Context: an optimization exercise on an open-source flow, tuned for small area. The choices shown serve that exercise and are no tape-out recipe. Function was checked by simulation only, so behaviour that the tests miss may differ from the original. Power and IR drop assume default switching activity.

==> run a: inputs <==
// firfilt
module firfilt (sig_in, sig_out, clk, rst);
  input signed [15:0] sig_in;
  output signed [15:0] sig_out;
  input clk;
  input rst;
  reg signed [15:0] sig_out;
  reg [15:0] d0;   
  reg [15:0] d1;   
  reg [15:0] d2;   
  reg [15:0] d3;   
  reg [15:0] d4;   
  reg [15:0] d5;   
  reg [15:0] d6;   
  reg [15:0] d7;   
  reg [15:0] d8;   
  reg [15:0] d9;   
  reg [15:0] d10;   
  reg [15:0] d11;   
  reg [15:0] d12;   
  reg [15:0] d13;   
  reg [15:0] d14;   
  reg [15:0] d15;   
  reg [15:0] d16;   
  reg [15:0] d17;   
  reg [15:0] d18;   
  reg [15:0] d19;   
  reg [15:0] d20;   
  reg [15:0] d21;   
  reg [15:0] d22;   
  reg [15:0] d23;   
  reg [15:0] d24;   
  reg [15:0] d25;   
  reg [15:0] d26;   
  reg [15:0] d27;   
  reg [15:0] d28;   
  reg [15:0] d29;   
  reg [15:0] d30;   
  reg [15:0] d31;   
  reg [15:0] d32;   
  wire [15:0] sum;
  always @(posedge clk) begin
    d0 <= rst ? 16'hffff : ~sig_in;
    d1 <= rst ? 16'h0000 : ~d0;
    d2 <= rst ? 16'hffff : ~d1;
    d3 <= rst ? 16'h0000 : ~d2;
    d4 <= rst ? 16'hffff : ~d3;
    d5 <= rst ? 16'h0000 : ~d4;
    d6 <= rst ? 16'hffff : ~d5;
    d7 <= rst ? 16'h0000 : ~d6;
    d8 <= rst ? 16'hffff : ~d7;
    d9 <= rst ? 16'h0000 : ~d8;
    d10 <= rst ? 16'hffff : ~d9;
    d11 <= rst ? 16'h0000 : ~d10;
    d12 <= rst ? 16'hffff : ~d11;
    d13 <= rst ? 16'h0000 : ~d12;
    d14 <= rst ? 16'hffff : ~d13;
    d15 <= rst ? 16'h0000 : ~d14;
    d16 <= rst ? 16'hffff : ~d15;
    d17 <= rst ? 16'h0000 : ~d16;
    d18 <= rst ? 16'hffff : ~d17;
    d19 <= rst ? 16'h0000 : ~d18;
    d20 <= rst ? 16'hffff : ~d19;
    d21 <= rst ? 16'h0000 : ~d20;
    d22 <= rst ? 16'hffff : ~d21;
    d23 <= rst ? 16'h0000 : ~d22;
    d24 <= rst ? 16'hffff : ~d23;
    d25 <= rst ? 16'h0000 : ~d24;
    d26 <= rst ? 16'hffff : ~d25;
    d27 <= rst ? 16'h0000 : ~d26;
    d28 <= rst ? 16'hffff : ~d27;
    d29 <= rst ? 16'h0000 : ~d28;
    d30 <= rst ? 16'hffff : ~d29;
    d31 <= rst ? 16'h0000 : ~d30;
    d32 <= rst ? 16'hffff : ~d31;
    sig_out <= rst ? 16'h0000 : sum;
  end
  wire n0, n1;
  ha un0 (.a(d0[0]), .b(d32[0]), .s(n0), .co(n1));
  wire n2, n3;
  fa un2 (.a(d0[1]), .b(d32[1]), .c(n1), .s(n2), .co(n3));
  wire n4, n5;
  ...
export LEC_CHECK = 0
export ABC_AREA = 1
export CAP_MARGIN = 20
export CORE_MARGIN = 2
export CORE_UTILIZATION = 55
export CTS_BUF_LIST = sky130_fd_sc_hd__clkbuf_4 sky130_fd_sc_hd__clkbuf_8
export CTS_CLUSTER_DIAMETER = 50
export CTS_CLUSTER_SIZE = 25
export SLEW_MARGIN = 20
export SYNTH_HIERARCHICAL = 1
export CTS_ARGS = -sink_clustering_enable -repair_clock_nets -dont_use_dummy_load -sink_clustering_size 20 -sink_clustering_max_diameter 40 -buf_list {sky130_fd_sc_hd__clkbuf_8}
export BUFFER_PORTS_ARGS = -buffer_cell sky130_fd_sc_hd__buf_1
create_clock -name core_clock -period 14.0 [get_ports {clk}]
standard.sh (not shown) runs the stock make flow with config.mk's settings and CLKGATE_MAP_FILE= SYNTH_SCRIPT=/design/flow/synth_recipe.tcl, a recipe that flattens the netlist after the stock synthesis.
==> flow/flow/run.sh <==
#!/bin/bash
# Own flow: the standard layout (standard.sh), with CTS told not to add dummy
# loads and the port buffers made with the smallest buffer cell.
set -e
cp standard.sh standard_sh.log
cp config.mk config_mk_orig.log
cat >> config.mk <<'EOC'
export CTS_ARGS = -sink_clustering_enable -repair_clock_nets -dont_use_dummy_load -sink_clustering_size 20 -sink_clustering_max_diameter 40 -buf_list {sky130_fd_sc_hd__clkbuf_8}
export BUFFER_PORTS_ARGS = -buffer_cell sky130_fd_sc_hd__buf_1
EOC
bash standard.sh > standard.log 2>&1
==> run b: changes against run a <==
- CAP_MARGIN: 20 -> 0
- CORE_UTILIZATION: 55 -> 65
- CTS_BUF_LIST: sky130_fd_sc_hd__clkbuf_4 sky130_fd_sc_hd__clkbuf_8 -> not set
- CTS_CLUSTER_DIAMETER: 50 -> not set
- CTS_CLUSTER_SIZE: 25 -> not set
- SLEW_MARGIN: 20 -> 0
==> run c: changes against run a <==
==> flow/flow/run.sh (replaced) <==
#!/bin/bash
# Own flow: the standard layout (standard.sh), with CTS told not to add dummy
# loads and the port buffers made with the smallest buffer cell.
set -e
cp standard.sh standard_sh.log
cp config.mk config_mk_orig.log
cat >> config.mk <<'EOC'
export CTS_ARGS = -sink_clustering_enable -repair_clock_nets -dont_use_dummy_load -sink_clustering_size 18 -sink_clustering_max_diameter 45 -buf_list {sky130_fd_sc_hd__clkbuf_8 sky130_fd_sc_hd__clkbuf_16}
export BUFFER_PORTS_ARGS = -buffer_cell sky130_fd_sc_hd__buf_1
EOC
bash standard.sh > standard.log 2>&1
- CTS_ARGS: -sink_clustering_enable -repair_clock_nets -dont_use_dummy_load -sink_clustering_size 20 -sink_clustering_max_diameter 40 -buf_list {sky130_fd_sc_hd__clkbuf_8} -> -sink_clustering_enable -repair_clock_nets -dont_use_dummy_load -sink_clustering_size 18 -sink_clustering_max_diameter 45 -buf_list {sky130_fd_sc_hd__clkbuf_8 sky130_fd_sc_hd__clkbuf_16}
==> summary.md <==
| Metric | Value |
|---|---|
| First-pass GRT wire length | between 150000 and 200000 um |
| Logic power comb | about 3700 uW |
| Gr busiest metal | met2 |
| Status | finished clean |
| Leading cell types in the layout, fill and taps excluded | fa_1 (968), dfxtp_1 (544), nand2_1 (301) |
| Clk pwr share | approximately 16% |
| Met2 usage | 63.6% |
| Post-layout nets | around 3700 |
| Fraction of layout cells with a size suffix above 1 | 5.37% |
Source of the figures above: run a

==> summary.md <==
| Metric | Value |
|---|---|
| Status | finished clean |
| Met2 usage | 49.2% |
| Total power per unit cell area | around 160 nW/um2 |
| Leakage | between 0.01 and 0.015 uW |
| Invs w/o clock | ~220 |
| XOR/XNOR Fraction of Synth Area | less than 1% |
| Post-layout nets | between 3000 and 4000 |
| Fraction of layout cells with a size suffix above 1 | approximately 5% |
| Clk pwr share | ~16% |
| First-pass GRT wire length | ~150000 um |
| Clock group | ~970 uW |
| Leading cell types in the layout, fill and taps excluded | fa_1 (961), dfxtp_1 (544), nand2_1 (301) |
| Gr busiest metal | met1 |
| Logic power comb | around 3400 uW |
Source of the figures above: run b

==> summary.md <==
| Metric | Value |
|---|---|
| Filler cells | approximately 4800 |
| Leading cell types in the layout, fill and taps excluded | fa_1 (968), dfxtp_1 (544), nand2_1 (301) |
| Status | finished clean |
| Gr busiest metal | met2 |
| Met2 usage | 63.5% |
| Clk pwr share | between 20% and 30% |
| Core Rows | just over 90 |
| Fraction of layout cells with a size suffix above 1 | slightly below 5% |
| Logic power comb | ~3700 uW |
| Top_reg_cell synth | dfxtp_1 |
| CTS-repair resized insts | 0 |
| First-pass detailed-route iteration total | 5 |
| Post-layout nets | 3665 |
Source of the figures above: run c

## separate check: timing with driven ports
No port has a modelled driver above. Below, the same layouts with a new extraction and two added sets of constraints.
Step 1 assumes that a clkbuf_16 drives the clock port and a buf_2 every other input.
Step 2 times the ports against the registers' clock, not the clock port: input delays grow and output delays shrink by t, the midpoint of the rising clock arrivals with the driver on.
Slacks: ideal ports / drivers / drivers and shift; pairs: ideal ports / drivers.
run	t, ns	setup WS [ns]	worst setup path at the end	cell pins on the clock port's net
run a	0.703	0.382 / 0.382 / 0.382	register to register	1
run b	0.678	0.367 / 0.367 / 0.367	register to register	1
run c	0.677	0.268 / 0.268 / 0.268	register to register	1
After both steps setup and hold are still met in every run listed.
